This design comes from an exercise in tuning for small area on the open sky130 flow, not from production work. The RTL of this run was laid out without a check of its function. Power and IR drop assume default switching activity.

==> design/flow/design.v <==
module segment (seg_data,seg_led);
  input [3:0] seg_data;
  output [7:0] seg_led;
  reg [7:0] seg_led;
  always @(*) begin
    case (seg_data)
      4'd0: seg_led = 8'h3f;  4'd1: seg_led = 8'h06;  4'd2: seg_led = 8'h5b;
      4'd3: seg_led = 8'h4f;  4'd4: seg_led = 8'h66;  4'd5: seg_led = 8'h6d;
      4'd6: seg_led = 8'h7d;  4'd7: seg_led = 8'h07;  4'd8: seg_led = 8'h7f;
      4'd9: seg_led = 8'h6f;  default: seg_led = 8'h00;
    endcase
  end
endmodule
module counter38 (en, sw, led);
  input en;              
  input [2:0] sw;        
  output reg [7:0] led;  
  always @(*) begin
    if (en) begin
      case(sw)
        3'b000:	led = 8'b0000_0001;        3'b001:	led = 8'b0000_0011;
        3'b010:	led = 8'b0000_0111;        3'b011:	led = 8'b0000_1111;
        3'b100:	led = 8'b0001_1111;        3'b101:	led = 8'b0011_1111;
        3'b110:	led = 8'b0111_1111;        3'b111:	led = 8'b1111_1111;
        default:	;
      endcase
    end
    else    led = 8'b0;
  end
endmodule
module debounce (clk, rst, key, key_pulse);
  input clk;           
  input rst;           
  input key;           
  output key_pulse;    
  reg key_1st_pre;     
  reg key_1st_now;     
  wire key_edge;       
  always@(posedge clk or posedge rst)begin
      if (rst) begin
          key_1st_pre <= 1'b1;         
          key_1st_now <= 1'b1;
      end
      else begin
          key_1st_now <= key;          
          key_1st_pre <= key_1st_now;  
      end
  end
  assign key_edge = key_1st_pre & (~key_1st_now);
  reg [5:0] cnt;                       
  always@(posedge clk or posedge rst) begin
      if (rst)			cnt <= 6'h0;
      else if (key_edge)	cnt <= 6'h0;    
      else				cnt <= cnt + 1'h1;       
  end
  reg key_2nd_pre;                     
  reg key_2nd_now;
  always@(posedge clk or posedge rst)begin
      if (rst)                  key_2nd_now <= 1'b1;
      else if (cnt == 6'h3f)  key_2nd_now <= key;
  end
  always@(posedge clk or posedge rst)begin
      if (rst)  key_2nd_pre <= 1'b1;
      else    key_2nd_pre <= key_2nd_now;
  end
  assign key_pulse = key_2nd_pre & (~key_2nd_now);
endmodule
module divide #
(
  parameter	WIDTH	=	32,          
  parameter	N		=	50_000_000     
)
(
  input   clk,                   
  input   rst_n,                 
  output  clkout                 
);
  reg	[WIDTH-1:0]	cnt_p;
  always @(posedge clk or posedge rst_n) begin
      if(rst_n)                   cnt_p <= 1'b0;
      else if(cnt_p == (N-1))     cnt_p <= 1'b0;
      else                        cnt_p <= cnt_p + 1'b1;
  end
  assign clkout = (cnt_p == (N-1));
endmodule
module sound_divide
(
  input [31:0]  N,               
  input   clk,                   
  input   rst,                   
  input   clr,                   
  output  clkout                 
);
  reg	[31:0]	cnt_p;
  reg	clk_p;
  always @(posedge clk or posedge rst) begin
      if(rst)                     cnt_p <= 1'b0;
      else if(clr)                cnt_p <= 1'b0;
      else if(cnt_p == (N-1))     cnt_p <= 1'b0;
      else                        cnt_p <= cnt_p + 1'b1;
  end
  always @(posedge clk or posedge rst) begin
      if(rst)                     clk_p <= 1'b0;
      else if(clr)                clk_p <= 1'b0;
      else if(cnt_p < (N>>1))     clk_p <= 1'b0;
      else                        clk_p <= 1'b1;
  end
  assign clkout = clk_p;
endmodule
module buzzer(clk, enable, rst, buz_data, buz_sound);
  input clk, rst, enable;
  input [3:0] buz_data;
  output buz_sound;
  reg [19:0] sound_n;           
  wire clk_sound;
  always @(*) begin
    case (buz_data)
      4'd0:    sound_n = 20'd152;   4'd1:    sound_n = 20'd152;    
      4'd2:    sound_n = 20'd144;   4'd3:    sound_n = 20'd128;    
      4'd4:    sound_n = 20'd128;   4'd5:    sound_n = 20'd144;    
      4'd6:    sound_n = 20'd152;   4'd7:    sound_n = 20'd170;    
      4'd8:    sound_n = 20'd192;   4'd9:    sound_n = 20'd192;    
      4'd10:   sound_n = 20'd170;   4'd11:   sound_n = 20'd152;    
      4'd12:   sound_n = 20'd152;   4'd13:   sound_n = 20'd152;    
      default: sound_n = 20'd170;                                  
    endcase
  end
  sound_divide divideSOUND({12'd0,sound_n},clk,rst,~enable,clk_sound);
  assign buz_sound = (enable ? clk_sound : enable);
endmodule
module lattice (onride,lat_Vcnt,lat_Hcnt,lat_led);
  input onride;
  input [2:0] lat_Vcnt;
  input [3:0] lat_Hcnt;
  output reg [7:0] lat_led;
  reg [31:0] rowR;                
  reg [31:0] rowG;                
  always @(*) begin
    case (lat_Vcnt)
      3'd0: begin rowR = 32'h0808_0808; rowG = 32'h1320_1320; end
      3'd1: begin rowR = 32'h3E7F_3E7F; rowG = 32'h6A70_6A70; end
      3'd2: begin rowR = 32'h0455_0455; rowG = 32'h6B4F_6B4F; end
      3'd3: begin rowR = 32'h0A22_0A22; rowG = 32'h6A09_6A09; end
      3'd4: begin rowR = 32'h3F3E_3F3E; rowG = 32'h3A26_3A26; end
      3'd5: begin rowR = 32'h0808_0808; rowG = 32'h2A26_2A26; end
      3'd6: begin rowR = 32'h7F08_7F08; rowG = 32'h0229_0229; end
      default: begin rowR = 32'h087F_087F; rowG = 32'h7D50_7D50; end
    endcase
  end
  always @(*) begin
    if(onride)
      case(lat_Hcnt)
        4'h0:	lat_led = rowG[7:0];
        4'h1:	lat_led = rowG[8:1];
        4'h2:	lat_led = rowG[9:2];
        4'h3:	lat_led = rowG[10:3];
        4'h4:	lat_led = rowG[11:4];
        4'h5:	lat_led = rowG[12:5];
        4'h6:	lat_led = rowG[13:6];
        4'h7:	lat_led = rowG[14:7];
        4'h8:	lat_led = rowG[15:8];
        4'h9:	lat_led = rowG[16:9];
        4'ha:	lat_led = rowG[17:10];
        4'hb:	lat_led = rowG[18:11];
        4'hc:	lat_led = rowG[19:12];
        4'hd:	lat_led = rowG[20:13];
        4'he:	lat_led = rowG[21:14];
        4'hf:	lat_led = rowG[22:15];
        default:	lat_led = 8'b0;
      endcase
    else
      case(lat_Hcnt)
        4'h0:	lat_led = rowR[7:0];
        4'h1:	lat_led = rowR[8:1];
        4'h2:	lat_led = rowR[9:2];
        4'h3:	lat_led = rowR[10:3];
        4'h4:	lat_led = rowR[11:4];
        4'h5:	lat_led = rowR[12:5];
        4'h6:	lat_led = rowR[13:6];
        4'h7:	lat_led = rowR[14:7];
        4'h8:	lat_led = rowR[15:8];
        4'h9:	lat_led = rowR[16:9];
        4'ha:	lat_led = rowR[17:10];
        4'hb:	lat_led = rowR[18:11];
        4'hc:	lat_led = rowR[19:12];
        4'hd:	lat_led = rowR[20:13];
        4'he:	lat_led = rowR[21:14];
        4'hf:	lat_led = rowR[22:15];
        default:	lat_led = 8'b0;
      endcase
  end
endmodule
module lcd_1602_driver (input CLK,
                        input BTN_TRCK,
                        input [127:0]row_1,
                        input [127:0]row_2,
                        output LCD_E,
                        output reg LCD_RS,
                        output reg[7:0]LCD_DATA);
  parameter TIME_20MS  = 64;          
  parameter TIME_500HZ = 16;          
  parameter IDLE         = 8'h00;   parameter SET_FUNCTION = 8'h01;
  parameter DISP_OFF     = 8'h03;   parameter DISP_CLEAR   = 8'h02;
  parameter ENTRY_MODE   = 8'h06;   parameter DISP_ON      = 8'h07;
  parameter ROW1_ADDR    = 8'h05;   parameter ROW1_0       = 8'h04;
  parameter ROW1_1       = 8'h0C;   parameter ROW1_2       = 8'h0D;
  parameter ROW1_3       = 8'h0F;   parameter ROW1_4       = 8'h0E;
  parameter ROW1_5       = 8'h0A;   parameter ROW1_6       = 8'h0B;
  parameter ROW1_7       = 8'h09;   parameter ROW1_8       = 8'h08;
  parameter ROW1_9       = 8'h18;   parameter ROW1_A       = 8'h19;
  parameter ROW1_B       = 8'h1B;   parameter ROW1_C       = 8'h1A;
  parameter ROW1_D       = 8'h1E;   parameter ROW1_E       = 8'h1F;
  parameter ROW1_F       = 8'h1D;   parameter ROW2_ADDR    = 8'h1C;
  parameter ROW2_0       = 8'h14;   parameter ROW2_1       = 8'h15;
  parameter ROW2_2       = 8'h17;   parameter ROW2_3       = 8'h16;
  parameter ROW2_4       = 8'h12;   parameter ROW2_5       = 8'h13;
  parameter ROW2_6       = 8'h11;   parameter ROW2_7       = 8'h10;
  parameter ROW2_8       = 8'h30;   parameter ROW2_9       = 8'h31;
  parameter ROW2_A       = 8'h33;   parameter ROW2_B       = 8'h32;
  parameter ROW2_C       = 8'h36;   parameter ROW2_D       = 8'h37;
  parameter ROW2_E       = 8'h35;   parameter ROW2_F       = 8'h34;
  reg[19:0]cnt_20ms;
  always@(posedge CLK or posedge BTN_TRCK)
    if (BTN_TRCK)                         cnt_20ms <= 1'b0;
    else if (cnt_20ms == TIME_20MS-1'b1)  cnt_20ms <= cnt_20ms;
    else                            cnt_20ms <= cnt_20ms+1'b1 ;
  wire delay_done = (cnt_20ms == TIME_20MS-1)?1'b1:1'b0;
  reg[19:0]cnt_500hz;
  always@(posedge CLK or posedge BTN_TRCK)
    if (BTN_TRCK)         cnt_500hz <= 1'b0;
    else if (delay_done)
      if (cnt_500hz == TIME_500HZ-1'b1)   cnt_500hz <= 1'b0;
      else                      cnt_500hz <= cnt_500hz+1'b1;
    else                  cnt_500hz <= 1'b0;
  assign LCD_E      = (cnt_500hz>(TIME_500HZ-1'b1)/2)?1'b0:1'b1; 
  wire   write_flag;
  assign write_flag = (cnt_500hz == TIME_500HZ-1'b1)?1'b1:1'b0;
  reg[5:0]c_state;
  reg[5:0]n_state;
  always@(posedge CLK or posedge BTN_TRCK)
    if (BTN_TRCK)         c_state <= IDLE;
    else if (write_flag)  c_state <= n_state;
    else                  c_state <= c_state;
  always@(*)
    case (c_state)
      IDLE:n_state         = SET_FUNCTION;  SET_FUNCTION:n_state = DISP_OFF;
      DISP_OFF:n_state     = DISP_CLEAR;    DISP_CLEAR:n_state   = ENTRY_MODE;
      ENTRY_MODE:n_state   = DISP_ON;       DISP_ON:n_state      = ROW1_ADDR;
      ROW1_ADDR:n_state    = ROW1_0;        ROW1_0:n_state       = ROW1_1;
      ROW1_1:n_state       = ROW1_2;        ROW1_2:n_state       = ROW1_3;
      ROW1_3:n_state       = ROW1_4;        ROW1_4:n_state       = ROW1_5;
      ROW1_5:n_state       = ROW1_6;        ROW1_6:n_state       = ROW1_7;
      ROW1_7:n_state       = ROW1_8;        ROW1_8:n_state       = ROW1_9;
      ROW1_9:n_state       = ROW1_A;        ROW1_A:n_state       = ROW1_B;
      ROW1_B:n_state       = ROW1_C;        ROW1_C:n_state       = ROW1_D;
      ROW1_D:n_state       = ROW1_E;        ROW1_E:n_state       = ROW1_F;
      ROW1_F:n_state       = ROW2_ADDR;     ROW2_ADDR:n_state    = ROW2_0;
      ROW2_0:n_state       = ROW2_1;        ROW2_1:n_state       = ROW2_2;
      ROW2_2:n_state       = ROW2_3;        ROW2_3:n_state       = ROW2_4;
      ROW2_4:n_state       = ROW2_5;        ROW2_5:n_state       = ROW2_6;
      ROW2_6:n_state       = ROW2_7;        ROW2_7:n_state       = ROW2_8;
      ROW2_8:n_state       = ROW2_9;        ROW2_9:n_state       = ROW2_A;
      ROW2_A:n_state       = ROW2_B;        ROW2_B:n_state       = ROW2_C;
      ROW2_C:n_state       = ROW2_D;        ROW2_D:n_state       = ROW2_E;
      ROW2_E:n_state       = ROW2_F;        ROW2_F:n_state       = ROW1_ADDR;
      default:n_state      = IDLE;   
    endcase
  always@(posedge CLK or posedge BTN_TRCK)
    if (BTN_TRCK)       LCD_RS <= 1'b0; 
    else if (write_flag)
      if ((n_state == SET_FUNCTION)||(n_state == DISP_OFF)||
          (n_state == DISP_CLEAR)||(n_state == ENTRY_MODE)||
          (n_state == DISP_ON)||(n_state == ROW1_ADDR)||
          (n_state == ROW2_ADDR))         LCD_RS <= 1'b0;
      else  LCD_RS <= 1'b1;
    else                LCD_RS <= LCD_RS;
  always@(posedge CLK or posedge BTN_TRCK)
    if (BTN_TRCK)       LCD_DATA <= 1'b0;
    else if (write_flag)
      case(n_state)
        IDLE:LCD_DATA         <= 8'h00;
        SET_FUNCTION:LCD_DATA <= 8'h38; 
        DISP_OFF:LCD_DATA     <= 8'h08;
        DISP_CLEAR:LCD_DATA   <= 8'h01;
        ENTRY_MODE:LCD_DATA   <= 8'h06;
        DISP_ON:LCD_DATA      <= 8'h0c; 
        ROW1_ADDR:LCD_DATA <= 8'h80; 
        ROW1_0:LCD_DATA    <= row_1[127:120];
        ROW1_1:LCD_DATA    <= row_1[119:112];
        ROW1_2:LCD_DATA    <= row_1[111:104];
        ROW1_3:LCD_DATA    <= row_1[103: 96];
        ROW1_4:LCD_DATA    <= row_1[95: 88];
        ROW1_5:LCD_DATA    <= row_1[87: 80];
        ROW1_6:LCD_DATA    <= row_1[79: 72];
        ROW1_7:LCD_DATA    <= row_1[71: 64];
        ROW1_8:LCD_DATA    <= row_1[63: 56];
        ROW1_9:LCD_DATA    <= row_1[55: 48];
        ROW1_A:LCD_DATA    <= row_1[47: 40];
        ROW1_B:LCD_DATA    <= row_1[39: 32];
        ROW1_C:LCD_DATA    <= row_1[31: 24];
        ROW1_D:LCD_DATA    <= row_1[23: 16];
        ROW1_E:LCD_DATA    <= row_1[15:  8];
        ROW1_F:LCD_DATA    <= row_1[7:  0];
        ROW2_ADDR:LCD_DATA <= 8'hc0; 
        ROW2_0:LCD_DATA    <= row_2[127:120];
        ROW2_1:LCD_DATA    <= row_2[119:112];
        ROW2_2:LCD_DATA    <= row_2[111:104];
        ROW2_3:LCD_DATA    <= row_2[103: 96];
        ROW2_4:LCD_DATA    <= row_2[95: 88];
        ROW2_5:LCD_DATA    <= row_2[87: 80];
        ROW2_6:LCD_DATA    <= row_2[79: 72];
        ROW2_7:LCD_DATA    <= row_2[71: 64];
        ROW2_8:LCD_DATA    <= row_2[63: 56];
        ROW2_9:LCD_DATA    <= row_2[55: 48];
        ROW2_A:LCD_DATA    <= row_2[47: 40];
        ROW2_B:LCD_DATA    <= row_2[39: 32];
        ROW2_C:LCD_DATA    <= row_2[31: 24];
        ROW2_D:LCD_DATA    <= row_2[23: 16];
        ROW2_E:LCD_DATA    <= row_2[15:  8];
        ROW2_F:LCD_DATA    <= row_2[7:  0];
      endcase
    else                LCD_DATA <= LCD_DATA;
endmodule
module taxi (
  clk, rst, mile_v, onride, double, night, subtotal, waiting, stopped,
  seg_cat, seg_AX, speed_led, night_led, double_led, ride_led, clk_sound,
  lattice_row, lattice_Rcol, lattice_Gcol, lcd_en, lcd_rs, lcd_data
);
  input             clk;                 
  input             rst;                 
  input       [2:0] mile_v;              
  input             onride;              
  input             double;              
  input             night;               
  input             subtotal;            
  input             waiting;             
  input             stopped;             
  output reg  [7:0] seg_cat;             
  output      [7:0] seg_AX;              
  output      [7:0] speed_led;           
  output            night_led;           
  output            double_led;          
  output            ride_led;            
  output            clk_sound;           
  output reg  [7:0] lattice_row;         
  output      [7:0] lattice_Rcol;        
  output      [7:0] lattice_Gcol;        
  output            lcd_en;              
  output            lcd_rs;              
  output      [7:0] lcd_data;            
  reg         [3:0] snd_status;          
  reg               sound_on;            
  reg         [8:0] sound_cnt;           
  wire              sound_out;           
  assign clk_sound = sound_out;          
  reg         [3:0] seg_data [7:0];      
  reg         [2:0] seg_cnt;             
  reg         [2:0] lat_Vcnt;            
  reg         [3:0] lat_Hcnt;            
  reg         [8:0] lat_Htimer;          
  wire        [7:0] lattice_Rcol_data;   
  wire        [7:0] lattice_Gcol_data;   
  assign lattice_Rcol = {onride ? 8'b0 : lattice_Rcol_data};
  assign lattice_Gcol = {onride ? lattice_Gcol_data : 8'b0};
  reg         [9:0] mile_mcnt;           
  reg         [2:0] mile_speed;          
  reg         [6:0] mile_cnt;            
  reg         [9:0] wait_mcnt;           
  reg         [3:0] wait_cnt;            
  reg               wait_status;         
  reg               stop_cnt;            
  reg         [3:0] night_cnt;           
  reg         [7:0] people1_price [2:0]; 
  reg         [7:0] people2_price [2:0]; 
  reg         [1:0] sub_cnt;             
  reg         [3:0] Myuan;               
  reg         [3:0] Mjiao;               
  reg         [3:0] Wyuan;               
  reg         [3:0] Wjiao;               
  wire              clk1k;               
  wire              wait_dbs;            
  wire              stop_dbs;            
  wire              sub_dbs;             
  assign double_led = double;
  assign night_led  = night;
  assign ride_led   = ~onride;
  always @(double or night or sub_cnt) begin
    if(sub_cnt == 0)         
      case({double,night})   
        2'b00:    begin  Myuan = 2;  Mjiao = 0;  Wyuan = 1;  Wjiao = 0;  end
        2'b01:    begin  Myuan = 2;  Mjiao = 4;  Wyuan = 1;  Wjiao = 2;  end
        2'b10:    begin  Myuan = 1;  Mjiao = 2;  Wyuan = 0;  Wjiao = 6;  end
        2'b11:    begin  Myuan = 1;  Mjiao = 4;  Wyuan = 0;  Wjiao = 7;  end
        default:  begin  Myuan = 2;  Mjiao = 0;  Wyuan = 1;  Wjiao = 0;  end
      endcase
    else                     
      case({double,night})
        2'b00:    begin  Myuan = 2;  Mjiao = 0;  Wyuan = 1;  Wjiao = 0;  end
        2'b01:    begin  Myuan = 2;  Mjiao = 4;  Wyuan = 1;  Wjiao = 2;  end
        2'b10:    begin  Myuan = 2;  Mjiao = 0;  Wyuan = 1;  Wjiao = 0;  end
        2'b11:    begin  Myuan = 2;  Mjiao = 4;  Wyuan = 1;  Wjiao = 2;  end
        default:  begin  Myuan = 2;  Mjiao = 0;  Wyuan = 1;  Wjiao = 0;  end
      endcase
  end
  always @(posedge clk or posedge rst) begin
    if(rst) begin      
      seg_cnt <= 0;
      lat_Vcnt <= 0;
      snd_status  <=  4'b0;  sound_on    <=  1'b0;
      sound_cnt   <=  9'b0;
      mile_mcnt   <= 10'b0;  mile_speed  <=  3'b0;
      mile_cnt    <=  7'b0;
      wait_mcnt   <= 10'b0;  wait_cnt    <=  4'b0;
      night_cnt   <=  4'b0;
      seg_cat     <=  8'hff; lattice_row <=  8'hff;
      seg_data[0] <=  4'd3;  seg_data[1] <=  4'd1;
      seg_data[2] <=  4'd0;  seg_data[3] <=  4'd0;
      seg_data[4] <=  4'd0;  seg_data[5] <=  4'd9;
      seg_data[6] <=  4'd9;  seg_data[7] <=  4'd9;
      lat_Hcnt    <=  4'b0;  lat_Htimer  <=  9'b0;
      people1_price[0] <= 8'd0; people1_price[1] <= 8'd0; people1_price[2] <= 8'd0;
      people2_price[0] <= 8'd0; people2_price[1] <= 8'd0; people2_price[2] <= 8'd0;
    end
    else if(clk1k) begin     
      if(onride) begin
        seg_cnt <= seg_cnt + 1;              
        seg_cat[seg_cnt] <= 1'b1;            
        seg_cat[seg_cnt+3'b001] <= 1'b0;     
      end
      lat_Vcnt <= lat_Vcnt + 1;              
      lattice_row[lat_Vcnt] <= 1'b1;
      lattice_row[lat_Vcnt+3'b001] <= 1'b0;
      lat_Htimer <= lat_Htimer + 1;
      if(lat_Htimer == 9'd511)
        lat_Hcnt <= lat_Hcnt + 1;
      if(onride && (!stop_cnt && sub_cnt != 1)) begin
        if(sub_cnt == 0)  begin              
          people1_price[2] <= seg_data[2];
          people1_price[1] <= seg_data[1];
          people1_price[0] <= seg_data[0];
          people2_price[2] <= seg_data[2];
          people2_price[1] <= seg_data[1];
          people2_price[0] <= seg_data[0];
        end
        else begin                           
          people1_price[2] <= seg_data[2];
          people1_price[1] <= seg_data[1];
          people1_price[0] <= seg_data[0];
        end
        if(snd_status < 4'd15) begin
          if(sound_cnt == 9'b0_0000_1111)     sound_on <= 1;
          else if(sound_cnt == 9'b1_1111_1111) begin
            snd_status <= snd_status + 1;
            sound_on <= 0;
          end
          sound_cnt <= sound_cnt + 1;
        end
        else  sound_on <= 0;
        if (double && night && seg_data[0] == 4'd3 && seg_data[1] == 4'd1 &&
            seg_data[2] == 4'd0 && seg_data[3] == 4'd0 &&
            seg_data[4] == 4'd0 && seg_data[5] == 4'd0 &&
            seg_data[6] == 4'd0 && seg_data[7] == 4'd0) begin
          seg_data[0] <= 0;
          night_cnt <= 4'd6;
        end      
        else if(night && seg_data[0] == 4'd3 && seg_data[1] == 4'd1 &&
                seg_data[2] == 4'd0 && seg_data[3] == 4'd0 &&
                seg_data[4] == 4'd0 && seg_data[5] == 4'd0 &&
                seg_data[6] == 4'd0 && seg_data[7] == 4'd0) begin
          seg_data[0] <= 6;
          night_cnt <= 4'd6;
        end      
        else if(double && seg_data[0] == 4'd3 && seg_data[1] == 4'd1 &&
                seg_data[2] == 4'd0 && seg_data[3] == 4'd0 &&
                seg_data[4] == 4'd0 && seg_data[5] == 4'd0 &&
                seg_data[6] == 4'd0 && seg_data[7] == 4'd0) begin
          seg_data[1] <= 0;
          seg_data[0] <= 8;
          night_cnt <= 4'd8;
        end      
        if (wait_status) begin
          if(wait_mcnt == 10'd99) begin
            wait_mcnt <= 10'd0;
            if(seg_data[5]==4'd9 && seg_data[4]==4'd0 && seg_data[3]==4'd0);
            else if (seg_data[3] == 4'd9) begin
              seg_data[3] <= 0;
              if (seg_data[4] == 4'd9) begin
                seg_data[4] <= 0;
                seg_data[5] <= seg_data[5] + 1;
              end
              else
                seg_data[4] <= seg_data[4] + 1;
            end
            else
              seg_data[3] <= seg_data[3] + 1;
            if(wait_cnt == 3'h5) begin
              if(seg_data[5]==4'd9&&seg_data[4]==4'd0&&seg_data[3]==4'd0);
              else begin
                if (seg_data[0] + Wyuan + ((night_cnt + Wjiao > 4'd4 &&
                    night_cnt < 4'd5 || night_cnt + Wjiao < night_cnt &&
                    night_cnt + Wjiao + 4'd6 > 4'd4)?4'd1:4'd0) > 4'd9) begin
                  seg_data[0] <= seg_data[0] + Wyuan +
                          ((night_cnt + Wjiao > 4'd4 && night_cnt < 4'd5 ||
                          night_cnt + Wjiao < night_cnt &&
                          night_cnt + Wjiao + 4'd6 > 4'd4) ? 4'd7 : 4'd6);
                  if (seg_data[1] == 4'd9) begin
                    seg_data[1] <= 0;
                    seg_data[2] <= seg_data[2] + 1;
                  end
                  else
                    seg_data[1] <= seg_data[1] + 1;
                end
                else
                  seg_data[0] <= seg_data[0] + Wyuan +
                          ((night_cnt + Wjiao > 4'd4 && night_cnt < 4'd5 ||
                          night_cnt + Wjiao < night_cnt &&
                          night_cnt + Wjiao + 4'd6 > 4'd4) ? 4'd1 : 4'd0);
                night_cnt <= night_cnt + Wjiao +
                          ((night_cnt + Wjiao > 4'd9 ||
                          night_cnt + Wjiao < night_cnt) ? 4'd6 : 4'd0);
              end
              wait_cnt <= wait_cnt + 1;
            end
            else if (wait_cnt == 3'h7) begin
              wait_cnt <= 3'h5;
            end
            else
              wait_cnt <= wait_cnt + 1;
          end
          else
            wait_mcnt <= wait_mcnt + 1;
        end
        else begin
          if(mile_mcnt == 10'd99) begin
            mile_mcnt <= 10'd0;
            if(mile_speed >= mile_v) begin
              mile_speed <= 3'b0;
              if (seg_data[7] == 4'd9 && seg_data[6] == 4'd9);
              else if (seg_data[6] == 4'd9) begin
                seg_data[6] <= 0;
                seg_data[7] <= seg_data[7] + 1;
              end
              else
                seg_data[6] <= seg_data[6] + 1;
              if(mile_cnt > 6'd2) begin
                if (seg_data[7] == 4'd9 && seg_data[6] == 4'd9);
                else begin
                  if(seg_data[0] + Myuan + ((night_cnt + Mjiao > 4'd4 &&
                    night_cnt < 4'd5 || night_cnt + Mjiao < night_cnt &&
                    night_cnt + Mjiao + 4'd6 > 4'd4)?4'd1:4'd0) > 4'd9) begin
                    seg_data[0] <= seg_data[0] + Myuan +
                            ((night_cnt + Mjiao > 4'd4 && night_cnt < 4'd5 ||
                            night_cnt + Mjiao < night_cnt &&
                            night_cnt + Mjiao + 4'd6 > 4'd4) ? 4'd7 : 4'd6);
                    if (seg_data[1] == 4'd9) begin
                      seg_data[1] <= 0;
                      seg_data[2] <= seg_data[2] + 1;
                    end
                    else
                      seg_data[1] <= seg_data[1] + 1;
                  end
                  else
                    seg_data[0] <= seg_data[0] + Myuan +
                            ((night_cnt + Mjiao > 4'd4 && night_cnt < 4'd5 ||
                            night_cnt + Mjiao < night_cnt &&
                            night_cnt + Mjiao + 4'd6 > 4'd4) ? 4'd1 : 4'd0);
                  night_cnt <= night_cnt + Mjiao +
                            ((night_cnt + Mjiao > 4'd9 ||
                            night_cnt + Mjiao < night_cnt) ? 4'd6 : 4'd0);
                end
              end
              mile_cnt <= mile_cnt + 1;        
            end
            else
              mile_speed <= mile_speed + 1;    
          end
          else
            mile_mcnt <= mile_mcnt + 1;
        end
      end
      else if(onride && stop_cnt) begin
        if(snd_status > 4'd0) begin
          if(sound_cnt == 9'b0_0000_1111)     sound_on <= 1;
          else if(sound_cnt == 9'b1_1111_1111) begin
            snd_status <= snd_status - 1;
            sound_on <= 0;
          end
          sound_cnt <= sound_cnt + 1;
        end
        else  sound_on <= 0;
      end
      else if(~onride) begin
        mile_mcnt   <= 10'd0;       mile_speed  <= 3'd0;
        mile_cnt    <= 6'd0;        wait_mcnt   <= 10'd0;
        wait_cnt    <= 3'd0;        night_cnt   <= 4'b0;
        snd_status  <= 9'b0;        sound_on    <= 0;
        seg_cnt     <= 0;           seg_cat     <= 8'hff;
        seg_data[0] <= 4'd3;        seg_data[1] <= 4'd1;
        seg_data[2] <= 4'd0;        seg_data[3] <= 4'd0;
        seg_data[4] <= 4'd0;        seg_data[5] <= 4'd0;
        seg_data[6] <= 4'd0;        seg_data[7] <= 4'd0;
      end
    end
  end
  lattice EMPTY (onride,lat_Vcnt,lat_Hcnt,lattice_Rcol_data);
  lattice WELCOME (onride,lat_Vcnt,lat_Hcnt,lattice_Gcol_data);
  lcd_1602_driver LCD1602 (
    .CLK(clk),
    .BTN_TRCK(rst),
    .row_1(onride?{4'h3,seg_data[7],4'h3,seg_data[6],"km ",4'h3,seg_data[5],
           4'h3,seg_data[4],4'h3,seg_data[3],"s ",8'h31+mile_v,"s/km "}
           :" TAXI - WELCOME "),   
    .row_2(onride?(double?{"RMB 1:",8'h30+people1_price[2],
           8'h30+people1_price[1],8'h30+people1_price[0],", 2:",
           8'h30+people2_price[2],8'h30+people2_price[1],
           8'h30+people2_price[0]}:{"RMB:",4'h3,seg_data[2],
           4'h3,seg_data[1],4'h3,seg_data[0],"         "})
           :" Powered by LYR "),   
    .LCD_E(lcd_en),
    .LCD_RS(lcd_rs),
    .LCD_DATA(lcd_data)
  );
  always @(posedge clk or posedge rst) begin
    if(rst)              wait_status <= 1'b0;
    else if(!onride || stop_cnt)  wait_status <= 1'b0;
    else if(wait_dbs)        wait_status <= ~wait_status;
  end
  debounce waitingKEY (clk,rst,waiting,wait_dbs);         
  always @(posedge clk or posedge rst) begin
    if(rst)              stop_cnt <= 1'b0;
    else if(!onride)        stop_cnt <= 1'b0;
    else if(stop_dbs)        stop_cnt <= 1'b1;
  end
  debounce stoppedKEY (clk,rst,stopped,stop_dbs);         
  always @(posedge clk or posedge rst) begin
    if(rst)              sub_cnt <= 2'b0;
    else if(!onride)        sub_cnt <= 2'b0;
    else if(double&&sub_dbs&&sub_cnt < 2'd2)  sub_cnt <= sub_cnt + 1;
  end
  debounce subKEY (clk,rst,subtotal,sub_dbs);           
  buzzer soundBUZ (clk,sound_on,rst,snd_status,sound_out);   
  divide #(.WIDTH(32),.N(4)) divide1000 (
    .clk(clk),
    .rst_n(rst),
    .clkout(clk1k)
  );
  segment seg_high(seg_data[seg_cnt],seg_AX);           
  counter38 speedLED (onride,mile_speed,speed_led);       
endmodule
==> design/flow/run.sh <==
#!/bin/bash
# synth_recipe.tcl (not shown) runs the flow's synth.tcl, then flattens the netlist and writes it again
# the make line also repeats each setting of config.mk as NAME=value (left out here)
make -C /OpenROAD-flow-scripts/flow DESIGN_CONFIG=/design/flow/config.mk WORK_HOME=/design/flow/orfs CLKGATE_MAP_FILE= SYNTH_SCRIPT=/design/flow/synth_recipe.tcl finish
==> design/flow/config.mk <==
export PLATFORM = sky130hd
export DESIGN_NAME = taxi
export DESIGN_NICKNAME = taxi
export VERILOG_FILES = /design/flow/design.v
export SDC_FILE = /design/flow/constraint.sdc
export NUM_CORES = 4
export LEC_CHECK = 0
export CAP_MARGIN = 20
export CORE_MARGIN = 2
export CORE_UTILIZATION = 40
export SLEW_MARGIN = 20
==> design/flow/constraint.sdc <==
create_clock -name core_clock -period 10.0 [get_ports {clk}]
set_input_delay 2.0000 -clock core_clock [delete_from_list [all_inputs] [get_ports {clk}]]
set_output_delay 2.0000 -clock core_clock [all_outputs]
set_load 0.01 [all_outputs]
==> flow_metrics.tcl <==
set metrics [dict create \
    cts_buffers 35 \
    setup_violations 0 \
    synth_edf_count 0 \
    crit_path_max_incr_delay_ps 770 \
    synth_cell_type_count 95 \
    cts_tree "done" \
    crit_path_frequent_cell "ha_1" \
    die_w_um 227 \
    synth_cells 2268 \
    fillers 4743 \
    fmax_mhz 140 \
    first_pass_iters 8 \
    max_cap_viol_count 0 \
    cp.depth 11 \
    setup_slack_ps 2850 \
    netlist_area_sq_um 19800 \
    cts_hold_buf 0 \
    grt_pass1_wl_um 91700 \
    worstHoldPathType "reg2reg" \
    fin_cells 2984 \
    grt_pass1_vias 17012 \
    skew_ps 28.2 \
    busiest_layer "met2" \
    worstSkewPairLatency_ps 550 \
    clk_pin_slew_ps 60 \
    seqCellArea_sq_um 7480 \
    cts_resized 0 \
    cp.required_ps 8000 \
    grt_max_degree 181 \
    yosysMostFrequentCell "dfrtp_1" \
    min_to "stoppedKEY.key_1st_pre" \
    grtUsageMet1 0.313 \
    overflow 0 \
    cts.sinks 297 \
    fin_crit_ps 7150 \
    whs_path_depth 0 \
    synth_commonest_cells "260 x dfrtp_1, 223 x nor2_1, 215 x nand2_1" \
    syn_to_final_growth_pct 12.7 \
    routedWlPerCell_um 18.8 \
    dp_hpwl_um 39500 \
    hold_viol 0 \
    layout.nets 2423 \
    setup_tns_ps 0 \
    postPlaceCellArea_sq_um 21100 \
    synth_top_area_frac 0.328 \
    synth_ff_type "dfrtp_1" \
    cts_root_buf "clkbuf_16" \
    cp-start-kind "register" \
    power.leakage_uw 0.00923 \
    place_congestion 0.989 \
    timing.final.crit_share 0.715 \
    multiInputGateArea_sq_um 11600 \
    wl_um 56200 \
    io_buffers 71 \
    grt_use_met3 0.0354 \
    drive_gt1_frac 0.0815 \
    crit_path_top_delay_cell "nor2_1" \
    die-area_sq_um 51300 \
    critPathCaptureType "output port" \
    synth_top_area_cell "dfrtp_1" \
    synth_area_per_cell_sq_um 8.73 \
    avgViaCountPerCell 5.89 \
    async_reset_ff_frac 1.00 \
    cp_max_fo 17 \
    reg2reg_to "seg_data[2][0]" \
    antenna_found_initial 0 \
    htreeDepth 2 \
    core.rowCount 81 \
    io-pin-count 73 \
    syn-num-nets 2398 \
    worstReg2RegStart "sub_cnt[1]" \
    crit_type "reg2out" \
    worst_pin_slew_ps 1140 \
    core_sq_um 49000 \
    vias 17570 \
    yosysWarnings 15 \
    placed_cells 2919 \
    first_iter_violations 1644 \
    seq_area_frac_synth 0.378 \
    slew_headroom 0.239 \
    power_density_nw_per_um2 151 \
    synth_area_leaders "dfrtp_1 33%, ha_1 7.2%, dfstp_2 4.9%" \
    met2_usage 0.342 \
    drv_slew 0 \
    ys_seq_elements 297 \
    die_y_um 227 \
    vdd_drop_max_v 0.000109 \
    cpLargestDelayFamily "simple AND/OR/NAND/NOR gates" \
    r2r_setup_slack_ps 4980 \
    design_area_sq_um 22300 \
    outcome "no timing/DRC/antenna violations" \
    rr_worst_depth 20 \
    cts.path.max_buffers 3 \
    rsz0062_at_grt "false" \
    drtAntennaViolNets 0 \
    place_ws_ps 2990 \
    critPathArrivalTime_ps 5150 \
    crit_chain "inv_1 -> ha_1 -> ha_1 -> or4_1 -> nor2_1 -> a21oi_1 -> nand2b_1 -> a21o_1 -> a31oi_1 -> a221oi_1 -> clkdlybuf4s50_1" \
    grtUsageTotal 0.221 \
    drc 0 \
    post-cts-setup-buffers 0 \
    initial_utilization 0.405 \
    cp_num_buf_inv 2 \
    min_from "stoppedKEY.key_1st_now" \
]
## power by group
group          switching, uW  internal, uW
combinational            387           297
clock                    522           787
sequential              96.8          1280
total                   1010          2370
## worst register-to-register path: stages (launching register included)
cell and delay, ps:
dfrtp_1 400, inv_1 90, ha_1 270, nand2_1 220, nand2b_1 150, inv_1 60, fa_1 430, xor2_1 430
inv_1 130, ha_1 310, a21oi_1 170, nand2b_1 160, a21oi_1 70, o22ai_1 190, ha_1 220, ha_1 230
xor2_1 330, o2111ai_2 200, a211oi_2 430, nor2_1 110, a22o_1 270
## how the worst max path moves through the flow
stage / from / end / slack, ps
2_1_floorplan: double / seg_data[2][3] / 3730
3_3_place_gp: double / seg_data[2][3] / 3150
3_5_place_dp: double / seg_data[2][0] / 2990
4_1_cts: lat_Vcnt[0] / lattice_Gcol[4] / 2860
5_1_grt: lat_Vcnt[0] / lattice_Gcol[4] / 2410
6_report: lat_Vcnt[0] / lattice_Gcol[4] / 2850
## cell usage in the layout (no fill, tap or decap), drive strengths merged, types with 9 or more instances in the layout
cell type / netlist / layout
a2111oi: 13 / 13
a211oi: 21 / 21
a21o: 11 / 11
a21oi: 126 / 126
a221oi: 21 / 21
a22oi: 15 / 15
a31oi: 35 / 35
a32oi: 9 / 9
and2: 25 / 25
and3: 48 / 48
and4: 15 / 15
buf: 31 / 24
clkbuf: 75 / 48
clkdlybuf4s50: 0 / 70
clkinv: 1 / 10
dfrtp: 260 / 260
dfstp: 37 / 37
ha: 114 / 114
inv: 91 / 93
mux2: 36 / 36
mux2i: 16 / 16
nand2: 215 / 215
nand2b: 39 / 39
nand3: 108 / 108
nand4: 43 / 43
nor2: 224 / 224
nor2b: 31 / 31
nor3: 40 / 40
nor4: 46 / 46
o21a: 10 / 10
o21ai: 134 / 134
o22ai: 35 / 35
o31ai: 21 / 21
or2: 14 / 14
or3: 14 / 14
xnor2: 103 / 103
xor2: 60 / 60
## state kept, by name, summed over array words and instances (netlist names), 4 cells and up
| name | count |
|---|---|
| divide1000.cnt_p | 32 |
| seg_data | 32 |
| soundBUZ.divideSOUND.cnt_p | 32 |
| LCD1602.cnt_20ms | 20 |
| LCD1602.cnt_500hz | 20 |
| people1_price | 12 |
| people2_price | 12 |
| mile_mcnt | 10 |
| wait_mcnt | 10 |
| lat_Htimer | 9 |
| sound_cnt | 9 |
| LCD1602.LCD_DATA | 8 |
| lattice_row | 8 |
| seg_cat | 8 |
| mile_cnt | 7 |
| LCD1602.c_state | 6 |
| stoppedKEY.cnt | 6 |
| subKEY.cnt | 6 |
| waitingKEY.cnt | 6 |
| lat_Hcnt | 4 |
| night_cnt | 4 |
| snd_status | 4 |
| wait_cnt | 4 |
## per-layer routing
metal  routed length [um]  vias up
li1                     -     8268
met1                25700     8526
met2                24900      652
met3                 4060      124
met4                 1560        0
met5                    0        -
## final cells by class
cell class              instances  share of cell area
diodes                          1            0.000112
clock buffers                  48              0.0450
clock inverters                15             0.00774
inverters                      92              0.0156
multi-input cells            1773               0.519
flip-flops and latches        297               0.335
well taps                     664              0.0372
repair buffers                 94              0.0398
## kinds of logic (layout without fill, tap and decap cells)
family,after synthesis,in the layout,synth area share
buffers and inverters,198,249,0.0392
muxes,52,52,0.0292
adders and majority gates,119,119,0.0771
DFF,297,297,0.378
xor gates and xnor gates,164,164,0.0737
other,1,2,0.000189
and+or+nand+nor,893,893,0.224
AOI/OAI and AO/OA,544,544,0.179
## through the flow
stage | hold slack [ps] | utilization | power, uW
2_1_floorplan | 354 | - | 1860
3_3_place_gp | 357 | 0.431 | 2060
3_5_place_dp | 359 | 0.432 | 2080
4_1_cts | 366 | 0.456 | 3410
5_1_grt | 372 | 0.456 | 3560
6_report | 365 | 0.456 | 3370

## re-timing with driven ports
No port has a modelled driver above. Below, the same layout with a new extraction and two added sets of constraints. Step 1: set_driving_cell puts a clkbuf_16 on clk and a buf_2 on each other input, an assumption about the parent block. Step 2 moves the port delays by t, midway between the first and last clock arrival at a register: inputs arrive t later, outputs are due t later. That takes back most of the time a late clock gives input paths. a / b / c = ideal ports / drivers / drivers and shift; a / b = the first two.
t (ns): 0.591
setup slack, ns: 2.851 / 2.797 / 3.009
clock arrival spread, ns: 0.028 / 0.029
slew at the worst register clock pin (ns): 0.06 / 0.06
pins driven straight from the clock port: 1
After both steps setup and hold are still met in this run. For this run, drivers alone change the setup slack by -0.054 ns; drivers and shift together by +0.158 ns.
